What follows belongs to an exercise in optimizing a design on an open flow for small area; a production flow would make more cautious choices.
Only simulation tests tie the RTL to the original design; equivalence was not proved.

==> build 68: inputs <==
## dsp_slice_combined
module dsp_slice_combined (
  clk,
  reset,
  enable,
  loadconst,
  accumulate,
  negate,
  sub,
  mode,
  mux9_select,
  internal_coeffa,
  internal_coeffb,
  stream,
  chainin,
  coeffbank_addr,
  coeffbank_data,
  coeffbank_we,
  coeffbank_sel,
  constant,
  resulta,
  resultb,
  chainout
);
input clk;
input reset;
input enable;
input loadconst;
input accumulate;
input negate;
input sub;
input [2:0] mode;
input mux9_select;
input internal_coeffa;
input internal_coeffb;
input [115:0] stream;
input [63:0] chainin;
input [2:0] coeffbank_addr;
input [17:0] coeffbank_data;
input coeffbank_we;
input coeffbank_sel;
input [63:0] constant;
output [63:0] resulta;
output [36:0] resultb;
output [63:0] chainout;
reg lc2, acc2, neg2, sub2, m9s2;
reg [2:0] mode2;
reg [115:0] s2;
reg [36:0] ip1_2, ip2_2;
reg [1:0] mb2;
reg [31:0] m1o2;
reg lc1, acc1, neg1, sub1, m9s1, ica1, icb1;
reg [2:0] mode1;
reg [115:0] s1;
always @(posedge clk) begin
  if (reset) begin
    lc1 <= 0; acc1 <= 0; neg1 <= 0; sub1 <= 0; mode1 <= 0; s1 <= 0;
    m9s1 <= 0; ica1 <= 0; icb1 <= 0;
  end else begin
    lc1 <= loadconst; acc1 <= accumulate; neg1 <= negate; sub1 <= sub;
    mode1 <= mode; s1 <= stream; m9s1 <= mux9_select;
    ica1 <= internal_coeffa; icb1 <= internal_coeffb;
  end
end
reg [17:0] coeffbank_a [0:7];
reg [17:0] coeffbank_b [0:7];
always @(posedge clk) begin
  if (coeffbank_we && coeffbank_sel)  coeffbank_a[coeffbank_addr] <= coeffbank_data;
  if (coeffbank_we && ~coeffbank_sel) coeffbank_b[coeffbank_addr] <= coeffbank_data;
end
wire [17:0] cfa = coeffbank_a[s1[112:110]];
wire [17:0] cfb = coeffbank_b[s1[115:113]];
wire pm = mode1[0];
wire [18:0] pa_lo = s1[18:0];
wire [18:0] pb_lo = pm ? {s1[44:37], s1[36:27]} : {1'b0, s1[36:19]};
wire [18:0] pa_hi = pm ? {11'd0, s1[26:19]} : s1[55:37];
wire [18:0] pb_hi = pm ? {11'd0, s1[52:45]} : {1'b0, s1[73:56]};
wire [18:0] pre_lo, pre_hi;
wire pc_lo, pc_hi;
  ...
==> flow/config.mk <==
export PLATFORM = sky130hd
export DESIGN_NAME = dsp_slice_combined
export DESIGN_NICKNAME = dsp_slice_combined
export VERILOG_FILES = /design/flow/design.v
export SDC_FILE = /design/flow/constraint.sdc
export NUM_CORES = 4
export LEC_CHECK = 0
export CAP_MARGIN = 20
export CORE_MARGIN = 2
export CORE_UTILIZATION = 60
export GPL_TIMING_DRIVEN = 0
export SLEW_MARGIN = 20
==> flow/constraint.sdc <==
create_clock -name core_clock -period 22.0 [get_ports {clk}]
set_input_delay 4.4000 -clock core_clock [delete_from_list [all_inputs] [get_ports {clk}]]
set_output_delay 4.4000 -clock core_clock [all_outputs]
set_load 0.01 [all_outputs]
standard.sh (not shown) runs the stock make flow with config.mk's settings and CLKGATE_MAP_FILE= SYNTH_SCRIPT=/design/flow/synth_recipe.tcl, a recipe that flattens the netlist after the stock synthesis.
==> flow/flow/run.sh <==
#!/bin/bash
set -euo pipefail
sed '1s/yosys synth -nofsm -noshare /yosys synth -nofsm -noshare -noabc /' synth_recipe.tcl > flow_synth.tcl
grep -q -- '-noabc' flow_synth.tcl
sed -e "s#SYNTH_SCRIPT=[^ ]*synth_recipe\.tcl#SYNTH_SCRIPT=$PWD/flow_synth.tcl#" \
    -e "s#CLKGATE_MAP_FILE= #CLKGATE_MAP_FILE= 'BUFFER_PORTS_ARGS=-buffer_cell sky130_fd_sc_hd__buf_1' 'CTS_ARGS=-sink_clustering_enable -repair_clock_nets -dont_use_dummy_load -sink_clustering_size 20 -sink_clustering_max_diameter 60' #" \
    standard.sh > flow_standard.sh
grep -q 'flow_synth\.tcl' flow_standard.sh
grep -q 'BUFFER_PORTS_ARGS' flow_standard.sh
grep -q 'CTS_ARGS' flow_standard.sh
bash flow_standard.sh finish > flow_make.log 2>&1
==> build 32 (differences from build 68) <==
--- a/flow/design.v
+++ b/flow/design.v
@@ -107,21 +107,20 @@
 wire msel3_32 = (f1[3] & ~f1[1]) | (f1[2] & f1[1] & f1[0]);
 wire fp32op = (~f1[3] & ~f1[2] & ~f1[0]) | (~f1[3] & ~f1[1] & ~f1[0]) | (f1[3] & ~f1[1] & f1[0]);
 wire [31:0] mux1_out = mode1[0] ? (msel1_16 ? chainin[31:0] : s1[85:54]) : (msel1_32 ? chainin[31:0] : s2[31:0]);
 always @(posedge clk) begin
   if (reset) begin
     lc2 <= 0; acc2 <= 0; neg2 <= 0; sub2 <= 0; mode2 <= 0; m9s2 <= 0;
-    s2[31:0] <= 0; mb2 <= 0;
+    s2[31:0] <= 0; ip1_2 <= 0; ip2_2 <= 0; mb2 <= 0;
   end else begin
     lc2 <= lc1; acc2 <= acc1; neg2 <= neg1; sub2 <= sub1; mode2 <= mode1; m9s2 <= m9s1;
-    s2[31:0] <= s1[31:0]; mb2 <= mbit;
+    s2[31:0] <= s1[31:0]; ip1_2 <= ip1; ip2_2 <= ip2; mb2 <= mbit;
   end
 end
 always @(posedge clk) begin
   s2[115:32] <= s1[115:32]; m1o2 <= mux1_out;
-  ip1_2 <= ip1; ip2_2 <= ip2;
 end
 reg [36:0] in1, in2;
 always @(*) begin
   if (mode2[1]) begin
     if (!mode2[0]) begin
       in1 = {13'd1, s2[54:32]};
@@ -175,15 +174,12 @@
 wire fe0c, fec;
 rca #(8) fea (.a(s2[62:55]), .b(s2[94:87]), .ci(1'b1), .s(fe0), .co(fe0c));
 rca #(8) feb (.a(fe0), .b({6'b100000, mp[47] & fovf, mp[47] ^ fovf}), .ci(1'b0), .s(fe), .co(fec));
 wire [31:0] mult_out_fp = {s2[63] ^ s2[95], fe, fm[22:0] | {fovf, 22'd0}};
 wire fm_anan = &s2[62:55];
 wire fm_bnan = (&s2[94:87]) & (|s2[86:64]);
-wire [3:0] f2n = s2[99:96];
-wire pre_ax = f2n[2] | (f2n[3] & ~f2n[1]) | (f2n[1] & f2n[0]);
-wire [31:0] pre2 = pre_ax ? s2[31:0] : s2[63:32];
 wire [21:0] mp16a = mult_out[21:0];
 wire [21:0] mp16b = mult_out[58:37];
 wire [4:0] e16a0, e16a;
 wire e16a0c, e16ac;
 rca #(5) e16x (.a(s2[14:10]), .b(s2[30:26]), .ci(1'b1), .s(e16a0), .co(e16a0c));
 inc #(5) e16y (.a(e16a0 ^ 5'b10000), .ci(mp16a[21]), .s(e16a), .co(e16ac));
@@ -195,33 +191,28 @@
 wire f16a_anan = &s2[14:10];
 wire f16a_bnan = (&s2[30:26]) & (|s2[25:16]);
 wire f16b_anan = &s2[46:42];
 reg lc3, acc3, neg3, sub3, m9s3;
 reg [2:0] mode3;
 reg [115:0] s3;
-reg [31:0] pre3;    
 reg [73:0] mo3;
-reg rd1;    
 reg [31:0] mofp3, m1o3;
 reg [15:0] f16bot3, f16top3;
 reg [1:0] fl16a3, fl32m3;
 reg fl16b3;
 always @(posedge clk) begin
   if (reset) begin
     lc3 <= 0; acc3 <= 0; neg3 <= 0; sub3 <= 0; mode3 <= 0; m9s3 <= 0;
+    mo3 <= 0;
   end else begin
     lc3 <= lc2; acc3 <= acc2; neg3 <= neg2; sub3 <= sub2; mode3 <= mode2; m9s3 <= m9s2;
+    mo3 <= mult_out;
   end
 end
-reg rd2, rd3;
 always @(posedge clk) begin
-  rd1 <= reset; rd2 <= rd1; rd3 <= rd2;
-  mo3 <= mult_out;
-end
-always @(posedge clk) begin
-  s3 <= s2; pre3 <= pre2; mofp3 <= mult_out_fp; m1o3 <= m1o2;
+  s3 <= s2; mofp3 <= mult_out_fp; m1o3 <= m1o2;
   f16bot3 <= fp16_bot_mult; f16top3 <= fp16_top_mult;
   fl16a3 <= {f16a_anan | f16a_bnan, f16a_anan};
   fl32m3 <= {fm_anan | fm_bnan, fm_anan};
   fl16b3 <= f16b_anan;
 end
 wire [15:0] fp16_sum_raw;
@@ -235,13 +226,13 @@
 wire [1:0] msel2_32;
 assign msel2_32[1] = (~f2[3] & ~f2[2] & ~f2[1]) | (~f2[3] & ~f2[2] & ~f2[0]) | (f2[3] & f2[1] & f2[0]);
 assign msel2_32[0] = f2[2] | (f2[3] & ~f2[1]) | (f2[1] & f2[0]);
 wire msel2_16 = (h2[2] & h2[0]) ^ (h2[2] & h2[1]) ^ h2[3];   
 reg [31:0] aa4;    
 wire [31:0] mux2_out = mode3[0] ? (msel2_16 ? aa4 : fp32_conv)
-                              : (msel2_32[1] ? pre3
+                              : (msel2_32[1] ? (msel2_32[0] ? s3[31:0] : s3[63:32])
                                              : (msel2_32[0] ? mofp3 : 32'd0));
 wire t_int = mode3[2];
 wire t_27 = ~mode3[2] & mode3[0];
 wire t_sub = ~mode3[2] & ~mode3[0] & sub3;
 wire [19:0] isum01, isum23;
 wire ic0, ic1;
@@ -265,18 +256,20 @@
 reg [1:0] fl16a4, fl32m4;
 reg fl16b4;
 reg [4:0] fl16add4;
 always @(posedge clk) begin
   if (reset) begin
     lc4 <= 0; acc4 <= 0; neg4 <= 0; sub4 <= 0; mode4 <= 0; m9s4 <= 0;
+    mo4 <= 0;
   end else begin
     lc4 <= lc3; acc4 <= acc3; neg4 <= neg3; sub4 <= sub3; mode4 <= mode3; m9s4 <= m9s3;
+    mo4 <= mo3;
   end
 end
 always @(posedge clk) begin
-  s4 <= s3; t4 <= temp_signal[37:0]; mo4 <= mo3; m2o4 <= mux2_out; m1o4 <= m1o3; aa4 <= s3[85:54];
+  s4 <= s3; t4 <= temp_signal[37:0]; m2o4 <= mux2_out; m1o4 <= m1o3; aa4 <= s3[85:54];
   fl16a4 <= fl16a3; fl32m4 <= fl32m3; fl16b4 <= fl16b3; fl16add4 <= flags_fp16add;
 end
 reg [63:0] bank_lo;     
 reg [31:0] resulta_fp5;
 wire ne = ~mode4[2] & neg4;
 wire [63:0] yop = acc4 ? bank_lo : ((mode4[2] | neg4) ? chainin : 64'd0);
@@ -300,13 +293,13 @@
 reg [35:0] bank_hi;
 reg [1:0] fl16a5, fl32m5;
 reg fl16b5;
 reg [4:0] fl16add5;
 reg [4:0] fl32add5;
 always @(posedge clk) begin
-  if (reset | rd1 | rd2 | rd3) begin
+  if (reset) begin
     bank_lo <= 0; bank_hi <= 0;
   end else begin
     bank_lo <= mux9_out[63:0]; bank_hi <= mux9_out[99:64];
   end
 end
 always @(posedge clk) begin
==> flow/run.sh (new file) <==
#!/bin/bash
# synth_recipe.tcl (not shown) runs the flow's synth.tcl, then flattens the netlist and writes it again
# the make line also repeats each setting of config.mk as NAME=value (left out here)
make -C /OpenROAD-flow-scripts/flow DESIGN_CONFIG=/design/flow/config.mk WORK_HOME=/design/flow/orfs CLKGATE_MAP_FILE= SYNTH_SCRIPT=/design/flow/synth_recipe.tcl finish
removed: flow/flow/run.sh
removed: flow/standard.sh
==> flow_metrics.tcl <==
set metrics [dict create \
    seq_area_share_pct 24.8 \
    clkLatencyLatePin_ns 0.84 \
    synth_mux_area_share_pct 5.46 \
    diodes 29 \
    initial_core_util_pct 60.4 \
    wl_met2_mm 186 \
    timing.hold.worst_endpoint "m1o3[27]$_DFF_P_" \
    status "complete, no violations" \
]
[end of results for build 32]
==> flow_metrics.tcl <==
set metrics [dict create \
    hold_viol 0 \
    wl_met2_mm 172 \
    seq_area_share_pct 26.9 \
    synthSimpleGateAreaFrac_pct 15.1 \
    synth_mux_area_share_pct 7.27 \
    status "complete, no violations" \
    initial_core_util_pct 60.4 \
    diodes 66 \
    inv_count 220 \
    clkLatencyLatePin_ns 0.78 \
]
[end of results for build 68]

re-timing with driven ports:
In the flow no input, the clock included, has a driving cell. The finished layouts below were timed again as built, in two steps. Step 1 assumes that a clkbuf_16 drives the clock port and a buf_2 every other input. Step 2 times the ports against the registers' clock, not the clock port: input delays grow and output delays shrink by t, the midpoint of the rising clock arrivals with the driver on. Three values: ideal, step 1, step 2; two values: the first two.
run	shift t [ns]	setup slack, ns	hold slack, ns
build 68	0.829	0.664 / 0.608 / 0.664	0.310 / 0.310 / 0.310
build 32	0.916	0.602 / 0.602 / 0.602	0.320 / 0.320 / 0.320
After both steps every run listed still meets setup and hold.
